Context: an optimization exercise on an open-source flow, tuned for small area. The choices shown serve that exercise and are no tape-out recipe.
Function was checked by simulation only, so behaviour that the tests miss may differ from the original.
Power is estimated from default activity; no workload was simulated.

$ cat flow/config.mk
export PLATFORM = sky130hd
export DESIGN_NAME = atomik_top_parallel
export DESIGN_NICKNAME = atomik_top_parallel
export VERILOG_FILES = /design/flow/design.v
export SDC_FILE = /design/flow/constraint.sdc
export NUM_CORES = 4
export LEC_CHECK = 0
export CAP_MARGIN = 20
export CORE_MARGIN = 2
export CORE_UTILIZATION = 40
export PLACE_DENSITY = 0.6
export SLEW_MARGIN = 20
$ cat flow/constraint.sdc
create_clock -name core_clock -period 10.0 [get_ports {sys_clk}]
set_input_delay 2.0000 -clock core_clock [delete_from_list [all_inputs] [get_ports {sys_clk}]]
set_output_delay 2.0000 -clock core_clock [all_outputs]
set_load 0.01 [all_outputs]
$ cat flow/design.v
`timescale 1ns / 1ps
module atomik_delta_acc #(
    parameter DELTA_WIDTH = 64       
)(
    input  wire                     clk,             
    input  wire                     rst_n,           
    input  wire [DELTA_WIDTH-1:0]   delta_in,        
    input  wire                     delta_valid,     
    input  wire [DELTA_WIDTH-1:0]   initial_state_in,    
    input  wire                     load_initial,        
    output wire [DELTA_WIDTH-1:0]   initial_state_out,       
    output wire [DELTA_WIDTH-1:0]   delta_accumulator_out,   
    output wire                     accumulator_zero     
);
    reg [DELTA_WIDTH-1:0] initial_state;
    reg [DELTA_WIDTH-1:0] delta_accumulator;
    always @(posedge clk or negedge rst_n) begin
        if (!rst_n) begin
            initial_state     <= {DELTA_WIDTH{1'b0}};
            delta_accumulator <= {DELTA_WIDTH{1'b0}};
        end
        else begin
            if (load_initial) begin
                initial_state     <= initial_state_in;
                delta_accumulator <= {DELTA_WIDTH{1'b0}};   
            end
            if (delta_valid) begin
                delta_accumulator <= delta_accumulator ^ delta_in;
            end
        end
    end
    assign initial_state_out     = initial_state;
    assign delta_accumulator_out = delta_accumulator;
    assign accumulator_zero = ~(|delta_accumulator);
endmodule
`timescale 1ns / 1ps
module atomik_parallel_acc #(
    parameter DELTA_WIDTH = 64,      
    parameter N_BANKS     = 4,       
    parameter BANK_SEL_W  = (N_BANKS > 1) ? $clog2(N_BANKS) : 1   
)(
    input  wire                              clk,
    input  wire                              rst_n,
    input  wire [DELTA_WIDTH-1:0]            delta_in,
    input  wire                              delta_valid,
    input  wire [N_BANKS*DELTA_WIDTH-1:0]    delta_parallel_in,
    input  wire [N_BANKS-1:0]                delta_parallel_valid,
    input  wire                              parallel_mode,
    input  wire [DELTA_WIDTH-1:0]            initial_state_in,
    input  wire                              load_initial,
    output wire [DELTA_WIDTH-1:0]            current_state,
    output wire [DELTA_WIDTH-1:0]            merged_accumulator,
    output wire                              accumulator_zero,
    output wire [BANK_SEL_W-1:0]             current_bank,
    output wire [N_BANKS-1:0]                bank_active
);
    reg [DELTA_WIDTH-1:0] initial_state  ;
    reg [BANK_SEL_W-1:0] bank_sel;
    always @(posedge clk or negedge rst_n) begin
        if (!rst_n) begin
            initial_state <= {DELTA_WIDTH{1'b0}};
        end
        else if (load_initial) begin
            initial_state <= initial_state_in;
        end
    end
    always @(posedge clk or negedge rst_n) begin
        if (!rst_n) begin
            bank_sel <= {BANK_SEL_W{1'b0}};
        end
        else if (load_initial) begin
            bank_sel <= {BANK_SEL_W{1'b0}};
        end
        else if (!parallel_mode && delta_valid) begin
            if (bank_sel == N_BANKS - 1)
                bank_sel <= {BANK_SEL_W{1'b0}};
            else
                bank_sel <= bank_sel + 1'b1;
        end
    end
    wire [N_BANKS-1:0] bank_delta_valid;
    wire [DELTA_WIDTH-1:0] bank_delta_in [0:N_BANKS-1];
    genvar gi;
    generate
        for (gi = 0; gi < N_BANKS; gi = gi + 1) begin : bank_input_mux
            assign bank_delta_valid[gi] = parallel_mode
                ? delta_parallel_valid[gi]
                : (delta_valid && (bank_sel == gi));
            assign bank_delta_in[gi] = parallel_mode
                ? delta_parallel_in[(gi+1)*DELTA_WIDTH-1 -: DELTA_WIDTH]
                : delta_in;
        end
    endgenerate
    wire [DELTA_WIDTH-1:0] bank_acc [0:N_BANKS-1];
    generate
        for (gi = 0; gi < N_BANKS; gi = gi + 1) begin : banks
            atomik_delta_acc #(
                .DELTA_WIDTH(DELTA_WIDTH)
            ) u_bank (
                .clk                  (clk),
                .rst_n                (rst_n),
                .delta_in             (bank_delta_in[gi]),
                .delta_valid          (bank_delta_valid[gi]),
                .initial_state_in     ({DELTA_WIDTH{1'b0}}),
                .load_initial         (load_initial),
                .initial_state_out    (),   
                .delta_accumulator_out(bank_acc[gi]),
                .accumulator_zero     ()    
            );
        end
    endgenerate
    wire [DELTA_WIDTH-1:0] merge_node [0:2*N_BANKS-2];
    generate
        for (gi = 0; gi < N_BANKS; gi = gi + 1) begin : merge_leaf
            assign merge_node[gi] = bank_acc[gi];
        end
        for (gi = 0; gi < N_BANKS - 1; gi = gi + 1) begin : merge_inner
            assign merge_node[N_BANKS + gi] = merge_node[2*gi] ^ merge_node[2*gi + 1];
        end
    endgenerate
    wire [DELTA_WIDTH-1:0] merged_acc_comb  ;
    assign merged_acc_comb = merge_node[2*N_BANKS - 2];
    wire [DELTA_WIDTH-1:0] state_recon  ;
    assign state_recon        = initial_state ^ merged_acc_comb;
    assign current_state      = state_recon;
    assign merged_accumulator = merged_acc_comb;
    assign accumulator_zero   = ~(|merged_acc_comb);
    assign current_bank = bank_sel;
    assign bank_active  = bank_delta_valid;
endmodule
module atomik_top_parallel #(
    parameter integer SYS_CLK_HZ = 94_500_000,
    parameter integer BAUD_RATE  = 115200,
    parameter integer N_BANKS    = 4
)(
    input  wire       sys_clk,
    input  wire       sys_rst_n,
    input  wire       uart_rx,
    output wire       uart_tx,
    output wire [5:0] led
);
    wire clk_int;
    wire pll_lock;
    assign clk_int  = sys_clk;
    assign pll_lock = 1'b1;
    reg [15:0] por_cnt;
    always @(posedge sys_clk or negedge sys_rst_n) begin
        if (!sys_rst_n)
            por_cnt <= 16'd0;
        else if (por_cnt != 16'hFFFF)
            por_cnt <= por_cnt + 16'd1;
    end
    wire por_done = (por_cnt == 16'hFFFF);
    reg [2:0] rst_sync;
    always @(posedge clk_int or negedge sys_rst_n) begin
        if (!sys_rst_n)
            rst_sync <= 3'b000;
        else
            rst_sync <= {rst_sync[1:0], (por_done & pll_lock)};
    end
    wire internal_rst_n = rst_sync[2];
    reg [23:0] heartbeat_cnt;
    always @(posedge clk_int or negedge internal_rst_n) begin
        if (!internal_rst_n)
            heartbeat_cnt <= 24'd0;
        else
            heartbeat_cnt <= heartbeat_cnt + 24'd1;
    end
    localparam integer BAUD_DIV = SYS_CLK_HZ / BAUD_RATE;
    localparam integer HALF_BIT = BAUD_DIV / 2;
    reg [15:0] rx_baud_cnt;
    reg [3:0]  rx_bit_cnt;
    reg [7:0]  rx_shift;
    reg [7:0]  rx_data;
    reg        rx_valid;
    reg [1:0]  rx_state;
    reg [2:0]  rx_sync;
    wire rx_pin = rx_sync[2];
    always @(posedge clk_int or negedge internal_rst_n) begin
        if (!internal_rst_n)
            rx_sync <= 3'b111;
        else
            rx_sync <= {rx_sync[1:0], uart_rx};
    end
    localparam RX_IDLE  = 2'd0;
    localparam RX_START = 2'd1;
    localparam RX_DATA  = 2'd2;
    localparam RX_STOP  = 2'd3;
    always @(posedge clk_int or negedge internal_rst_n) begin
        if (!internal_rst_n) begin
            rx_state    <= RX_IDLE;
            rx_baud_cnt <= 16'd0;
            rx_bit_cnt  <= 4'd0;
            rx_shift    <= 8'd0;
            rx_data     <= 8'd0;
            rx_valid    <= 1'b0;
        end else begin
            rx_valid <= 1'b0;
            case (rx_state)
                RX_IDLE: begin
                    if (!rx_pin) begin
                        rx_state    <= RX_START;
                        rx_baud_cnt <= 16'd0;
                    end
                end
                RX_START: begin
                    if (rx_baud_cnt == HALF_BIT[15:0]) begin
                        if (!rx_pin) begin
                            rx_state    <= RX_DATA;
                            rx_baud_cnt <= 16'd0;
                            rx_bit_cnt  <= 4'd0;
                        end else begin
                            rx_state <= RX_IDLE;
                        end
                    end else begin
                        rx_baud_cnt <= rx_baud_cnt + 16'd1;
                    end
                end
                RX_DATA: begin
                    if (rx_baud_cnt == BAUD_DIV[15:0] - 1) begin
                        rx_baud_cnt <= 16'd0;
                        rx_shift    <= {rx_pin, rx_shift[7:1]};
                        if (rx_bit_cnt == 4'd7)
                            rx_state <= RX_STOP;
                        else
                            rx_bit_cnt <= rx_bit_cnt + 4'd1;
                    end else begin
                        rx_baud_cnt <= rx_baud_cnt + 16'd1;
                    end
                end
                RX_STOP: begin
                    if (rx_baud_cnt == BAUD_DIV[15:0] - 1) begin
                        rx_data  <= rx_shift;
                        rx_valid <= 1'b1;
                        rx_state <= RX_IDLE;
                    end else begin
                        rx_baud_cnt <= rx_baud_cnt + 16'd1;
                    end
                end
            endcase
        end
    end
    reg [15:0] tx_baud_cnt;
    reg [3:0]  tx_bit_cnt;
    reg [7:0]  tx_shift;
    reg        tx_busy;
    reg        tx_out;
    reg        tx_start;
    reg [7:0]  tx_data;
    assign uart_tx = tx_out;
    always @(posedge clk_int or negedge internal_rst_n) begin
        if (!internal_rst_n) begin
            tx_baud_cnt <= 16'd0;
            tx_bit_cnt  <= 4'd0;
            tx_shift    <= 8'hFF;
            tx_busy     <= 1'b0;
            tx_out      <= 1'b1;
        end else begin
            if (!tx_busy && tx_start) begin
                tx_shift    <= tx_data;
                tx_busy     <= 1'b1;
                tx_bit_cnt  <= 4'd0;
                tx_baud_cnt <= 16'd0;
                tx_out      <= 1'b0;
            end else if (tx_busy) begin
                if (tx_baud_cnt == BAUD_DIV[15:0] - 1) begin
                    tx_baud_cnt <= 16'd0;
                    tx_bit_cnt  <= tx_bit_cnt + 4'd1;
                    case (tx_bit_cnt)
                        4'd0, 4'd1, 4'd2, 4'd3, 4'd4, 4'd5, 4'd6, 4'd7: begin
                            tx_out   <= tx_shift[0];
                            tx_shift <= {1'b1, tx_shift[7:1]};
                        end
                        4'd8: tx_out <= 1'b1;
                        4'd9: begin
                            tx_busy <= 1'b0;
                            tx_out  <= 1'b1;
                        end
                        default: begin
                            tx_busy <= 1'b0;
                            tx_out  <= 1'b1;
                        end
                    endcase
                end else begin
                    tx_baud_cnt <= tx_baud_cnt + 16'd1;
                end
            end
        end
    end
    reg         par_delta_valid;
    reg  [63:0] par_delta_in;
    reg         par_load_initial;
    reg  [63:0] par_initial_state_in;
    wire [63:0] par_current_state;
    wire [63:0] par_merged_acc;
    wire        par_acc_zero;
    atomik_parallel_acc #(
        .DELTA_WIDTH (64),
        .N_BANKS     (N_BANKS)
    ) u_parallel_acc (
        .clk                  (clk_int),
        .rst_n                (internal_rst_n),
        .delta_in             (par_delta_in),
        .delta_valid          (par_delta_valid),
        .delta_parallel_in    ({N_BANKS*64{1'b0}}),
        .delta_parallel_valid ({N_BANKS{1'b0}}),
        .parallel_mode        (1'b0),    
        .initial_state_in     (par_initial_state_in),
        .load_initial         (par_load_initial),
        .current_state        (par_current_state),
        .merged_accumulator   (par_merged_acc),
        .accumulator_zero     (par_acc_zero),
        .current_bank         (),
        .bank_active          ()
    );
    localparam CMD_IDLE      = 4'd0;
    localparam CMD_LOAD      = 4'd1;
    localparam CMD_ACCUM     = 4'd2;
    localparam CMD_READ      = 4'd3;
    localparam CMD_READ_WAIT = 4'd4;
    localparam CMD_STATUS    = 4'd5;
    localparam CMD_TX_START  = 4'd7;
    localparam CMD_TX_WAIT   = 4'd8;
    localparam CMD_TX_DONE   = 4'd9;
    reg [3:0]  cmd_state;
    reg [3:0]  byte_cnt;
    reg [63:0] cmd_buffer;
    reg [63:0] tx_buffer;
    reg [3:0]  tx_byte_cnt;
    reg [3:0]  tx_bytes_total;
    reg        cmd_active;
    always @(posedge clk_int or negedge internal_rst_n) begin
        if (!internal_rst_n) begin
            cmd_state            <= CMD_IDLE;
            byte_cnt             <= 4'd0;
            cmd_buffer           <= 64'd0;
            tx_buffer            <= 64'd0;
            tx_byte_cnt          <= 4'd0;
            tx_bytes_total       <= 4'd0;
            tx_start             <= 1'b0;
            tx_data              <= 8'd0;
            cmd_active           <= 1'b0;
            par_delta_valid      <= 1'b0;
            par_delta_in         <= 64'd0;
            par_load_initial     <= 1'b0;
            par_initial_state_in <= 64'd0;
        end else begin
            tx_start         <= 1'b0;
            par_delta_valid  <= 1'b0;
            par_load_initial <= 1'b0;
            case (cmd_state)
                CMD_IDLE: begin
                    cmd_active <= 1'b0;
                    if (rx_valid) begin
                        case (rx_data)
                            8'h4C: begin   
                                cmd_state  <= CMD_LOAD;
                                byte_cnt   <= 4'd0;
                                cmd_buffer <= 64'd0;
                                cmd_active <= 1'b1;
                            end
                            8'h41: begin   
                                cmd_state  <= CMD_ACCUM;
                                byte_cnt   <= 4'd0;
                                cmd_buffer <= 64'd0;
                                cmd_active <= 1'b1;
                            end
                            8'h52: begin   
                                cmd_state  <= CMD_READ;
                                cmd_active <= 1'b1;
                            end
                            8'h53: begin   
                                cmd_state  <= CMD_STATUS;
                                cmd_active <= 1'b1;
                            end
                            default: ;
                        endcase
                    end
                end
                CMD_LOAD: begin
                    if (rx_valid) begin
                        cmd_buffer <= {cmd_buffer[55:0], rx_data};
                        if (byte_cnt == 4'd7) begin
                            par_initial_state_in <= {cmd_buffer[55:0], rx_data};
                            par_load_initial     <= 1'b1;
                            cmd_state            <= CMD_IDLE;
                            cmd_active           <= 1'b0;
                        end else begin
                            byte_cnt <= byte_cnt + 4'd1;
                        end
                    end
                end
                CMD_ACCUM: begin
                    if (rx_valid) begin
                        cmd_buffer <= {cmd_buffer[55:0], rx_data};
                        if (byte_cnt == 4'd7) begin
                            par_delta_in    <= {cmd_buffer[55:0], rx_data};
                            par_delta_valid <= 1'b1;
                            cmd_state       <= CMD_IDLE;
                            cmd_active      <= 1'b0;
                        end else begin
                            byte_cnt <= byte_cnt + 4'd1;
                        end
                    end
                end
                CMD_READ: begin
                    cmd_state <= CMD_READ_WAIT;
                end
                CMD_READ_WAIT: begin
                    tx_buffer      <= par_current_state;
                    tx_byte_cnt    <= 4'd0;
                    tx_bytes_total <= 4'd8;
                    cmd_state      <= CMD_TX_START;
                end
                CMD_STATUS: begin
                    tx_buffer      <= {par_acc_zero, 63'd0};
                    tx_byte_cnt    <= 4'd0;
                    tx_bytes_total <= 4'd1;
                    cmd_state      <= CMD_TX_START;
                end
                CMD_TX_START: begin
                    if (tx_byte_cnt < tx_bytes_total) begin
                        tx_data     <= tx_buffer[63:56];
                        tx_buffer   <= {tx_buffer[55:0], 8'd0};
                        tx_start    <= 1'b1;
                        tx_byte_cnt <= tx_byte_cnt + 4'd1;
                        cmd_state   <= CMD_TX_WAIT;
                    end else begin
                        cmd_state <= CMD_IDLE;
                    end
                end
                CMD_TX_WAIT: begin
                    if (tx_busy)
                        cmd_state <= CMD_TX_DONE;
                end
                CMD_TX_DONE: begin
                    if (!tx_busy) begin
                        if (tx_byte_cnt < tx_bytes_total)
                            cmd_state <= CMD_TX_START;
                        else
                            cmd_state <= CMD_IDLE;
                    end
                end
                default: cmd_state <= CMD_IDLE;
            endcase
        end
    end
    reg [19:0] rx_activity;
    always @(posedge clk_int or negedge internal_rst_n) begin
        if (!internal_rst_n)
            rx_activity <= 20'd0;
        else if (rx_valid)
            rx_activity <= 20'hFFFFF;
        else if (rx_activity != 20'd0)
            rx_activity <= rx_activity - 20'd1;
    end
    assign led[5] = ~pll_lock;
    assign led[4] = ~heartbeat_cnt[23];
    assign led[3] = ~cmd_active;
    assign led[2] = ~par_acc_zero;
    assign led[1] = ~tx_busy;
    assign led[0] = ~(rx_activity != 20'd0);
endmodule
$ cat flow/run.sh
#!/bin/bash
# synth_recipe.tcl (not shown) runs the flow's synth.tcl, then flattens the netlist and writes it again
# the make line also repeats each setting of config.mk as NAME=value (left out here)
make -C /OpenROAD-flow-scripts/flow DESIGN_CONFIG=/design/flow/config.mk WORK_HOME=/design/flow/orfs CLKGATE_MAP_FILE= SYNTH_SCRIPT=/design/flow/synth_recipe.tcl finish
==> run notes <==
* Crit path DAT at 3.63 ns
* Port Buffer Count at 8
* PD cells at about 160 nW/µm²
* Min Tclk post-route at 5.63 ns
* DR WL/cell at between 15 and 20 µm
* Synthesized netlist cell count at between 3000 and 4000
* Clock Latency Late Sink at around 0.65 ns
* Final nets at roughly 3500
* DRC viols at 0
* IO Pins at 10
* Largest net degree at the start of global routing at approximately 170
* Vias in the first global route at about 24000
* H-tree levels at 3
* Area of the core at ~84000 µm²
* Post-synthesis sequential area ratio at 0.540
* Ys Warns at 3
* Bufs on Longest Clock Path at 3
* Crit. End Element: primary output
* Fmax achieved at 177 MHz
* Final hold viol count at 0
* Row count at ~110
* CP max FO at 3
* Area of the die at between 80000 and 90000 µm²
* CTS Buf Count at between 80 and 90
* Critical path class: register to primary output
* Required time of the critical path at ~8 ns
* Multi-input logic area at about 15000 µm²
* Tightest Pin Transition at 1.15 ns
* Status: finished clean
* Hpwl dp at approximately 50000 µm
* Area growth syn-to-layout at 10.9%
* Asr flop ratio synth at 1.00
* Leakage power at approximately 16 nW
* Mapped Nets at roughly 3600
* Starting density of the core at 0.404
* Final Skew at roughly 0.036 ns
* Period utilisation layout at 0.563
* Max-cap viol count at 0
* Hold_buf cts at 0
* Antenna diodes at 0
* Die Wd at a little under 300 µm
* # setup viols final at 0
* Worst IR drop on VDD at between 100 and 150 µV
* Count of state elements after synthesis at around 730
* CTS tree: yes
* TritonCTS Sinks at between 700 and 800
* Global route overflow at 0
* Starting DRT DRC Count at between 2000 and 2500
* Syn Area/Cell at 9.36 µm²
* Vias at 25100
* Number of synthesized flops with an enable pin at 0
* Reg clk slew, reported paths at 0.06 ns
* Setup TNS at 0 ns
* Routed WL at 89500 µm
* Initial antenna violation count at 0
* Number of fill cells at 7999
* Gr usage total at 0.209
* Share of cells above drive strength 1 at 0.0971
* Root Buffer: clkbuf_16
* FF/Latch Area at approximately 18000 µm²
* Unrepaired setup endpoints after global routing: false
* Die H at ~300 µm
* Post-DRT Antenna Nets at 0
* Final GP Congestion at between 0.7 and 0.8
* Total Power at between 6 and 7 mW
* Drt via density at about 5.3
* PostCTS Resize Cnt at 0
* Post-CTS setup buffer count at 0
* CP Launch Type: register
* Hold WC Path Type: register to register
* First-pass detailed-route iteration total at 5
* Final Max Tran Viols at 0
* Predominant post-synthesis flop cell: dfrtp_1
* Slew HR at 0.231
* Unique masters post-synth at 64
* Synth Cell Area at 33900 µm²
* First-pass GRT wire length at 143000 µm
==> per-stage QoR <==
stage / hold WS (ns) / worst slack, ns / util / area, µm² / cells
after floorplan: 0.331 / 3.11 / - / 33900 / 3621
after global placement: 0.334 / 5.14 / 0.415 / 34800 / 4548
after detailed placement: 0.335 / 5.09 / 0.415 / 34800 / 4548
after CTS: 0.349 / 4.37 / 0.448 / 37600 / 4699
after global routing: 0.361 / 4.22 / 0.448 / 37600 / 4699
final: 0.346 / 4.37 / 0.448 / 37600 / 4699
==> cell usage in the layout (no fill, tap or decap), types with 31 or more instances in the layout <==
cell type	netlist	layout
a31oi_1	37	37
nand2_1	961	957
nand3_1	39	39
dfrtp_1	719	717
buf_4	1	31
a21oi_1	51	51
o21ai_0	636	636
xnor2_1	224	224
nor2_1	144	143
xor2_1	70	70
mux2_2	135	135
clkbuf_16	0	84
inv_1	40	39
==> cell usage after synthesis (20+ instances only) <==
| cell | n | area share |
|---|---|---|
| a221o_1 | 28 | 0.0083 |
| a21oi_1 | 51 | 0.0075 |
| xnor2_1 | 224 | 0.058 |
| a31oi_1 | 37 | 0.0068 |
| nand2b_1 | 27 | 0.0050 |
| mux2_2 | 135 | 0.045 |
| o21ai_0 | 636 | 0.094 |
| o31ai_1 | 21 | 0.0047 |
| buf_1 | 28 | 0.0031 |
| nand3_1 | 39 | 0.0058 |
| inv_1 | 40 | 0.0044 |
| nor2_1 | 144 | 0.016 |
| nand2_1 | 961 | 0.11 |
| nand4_1 | 24 | 0.0044 |
| xor2_1 | 70 | 0.018 |
| dfrtp_1 | 719 | 0.53 |
| nor3b_1 | 20 | 0.0044 |
| clkbuf_1 | 205 | 0.023 |
==> worst paths after layout <==
| path | to | slack (ns) | startpoint | depth (start not counted) |
|---|---|---|---|---|
| max reg2reg | tx_data[5] | 6.80 | tx_byte_cnt[0] | 9 |
| min in group asynchronous | u_parallel_acc.bank_sel[0] | 0.42 | rst_sync[2] | 0 |
| min | rst_sync[1] | 0.35 | rst_sync[0] | 0 |
| min reg2reg | rst_sync[1] | 0.35 | rst_sync[0] | 0 |
| max | led[2] | 4.37 | register | 6 |
| max in group asynchronous | par_delta_in[2] | 7.30 | rst_sync[2] | 2 |
==> worst max-delay path, stage by stage, from the launching register on <==
cell and delay [ns]:
dfrtp_1 0.40, xnor2_1 0.14, xnor2_1 0.36, nand4_1 0.42
nor4_1 0.79, nand4_1 0.22, clkdlybuf4s50_1 0.64
==> report_power, final <==
group | internal [mW] | total (mW) | switching (mW)
clock | 1.84 | 3.12 | 1.28
sequential | 2.96 | 2.96 | 0.000490
combinational | 0.000738 | 0.00245 | 0.00171
total | 4.80 | 6.08 | 1.28
==> layout make-up <==
cell class | count | share of cell area
Inverter | 40 | 0.00399
Tap cell | 1134 | 0.0377
Clock buffer | 119 | 0.0629
Multi-Input combinational cell | 2599 | 0.386
Timing Repair Buffer | 44 | 0.0105
Sequential cell | 731 | 0.487
Clock inverter | 32 | 0.0115
==> kinds of logic (layout without fill, tap and decap cells) <==
| family | after synthesis | in the layout | share of synthesized area |
|---|---|---|---|
| muxes | 147 | 147 | 0.0484 |
| AOI/OAI and AO/OA | 807 | 807 | 0.130 |
| DFF | 731 | 731 | 0.540 |
| xor gates and xnor gates | 294 | 294 | 0.0760 |
| other | 1 | 1 | 0.000111 |
| and+or+nand+nor | 1331 | 1331 | 0.165 |
| buffers and inverters | 291 | 235 | 0.0330 |
| adders and majority gates | 19 | 19 | 0.00702 |
==> flip-flops by register name, indices dropped and copies added (netlist names), 4 cells and up, named ones only <==
| signal | count |
|---|---|
| rx_data | 8 |
| rx_shift | 8 |
| tx_bit_cnt | 4 |
| rx_activity | 20 |
| tx_byte_cnt | 4 |
| par_delta_in | 64 |
| u_parallel_acc.initial_state | 64 |
| heartbeat_cnt | 24 |
| tx_baud_cnt | 16 |
| rx_baud_cnt | 16 |
| tx_buffer | 64 |
| byte_cnt | 4 |
| tx_shift | 8 |
| par_initial_state_in | 64 |
| cmd_state | 4 |
| tx_data | 8 |
| u_parallel_acc.banks.u_bank.delta_accumulator | 256 |
| cmd_buffer | 56 |
| rx_bit_cnt | 4 |
| por_cnt | 16 |
==> per-layer routing <==
| layer | global-route usage | wire [µm] | vias to the layer above |
|---|---|---|---|
| li1 | - | - | 11900 |
| met1 | 0.294 | 41300 | 12500 |
| met2 | 0.336 | 41500 | 602 |
| met3 | 0.0304 | 4810 | 136 |
| met4 | 0.0617 | 1920 | 0 |
| met5 | 0 | 0 | - |

## what the ideal ports hide
The results above use ideal ports. As a check the final layout listed here was re-extracted and re-timed, cells and wires unchanged. Step 1 (the two cells are an assumption about what drives the block):
set clk [get_ports {sys_clk}]
set_driving_cell -lib_cell sky130_fd_sc_hd__clkbuf_16 $clk
set_driving_cell -lib_cell sky130_fd_sc_hd__buf_2 [delete_from_list [all_inputs] $clk]
Step 2 moves the port delays by t, midway between the first and last clock arrival at a register: inputs arrive t later, outputs are due t later. That takes back most of the time a late clock gives input paths. Three values: ideal ports, drivers, drivers and shift; two values: the first two.
shift t [ns]: 0.697
setup WS [ns]: 4.365 / 4.298 / 4.995
worst setup path after step 2: register to output
After both steps this run still meets setup and hold. The setup slack of this run moves by -0.067 ns with the drivers and by +0.630 ns with both steps.
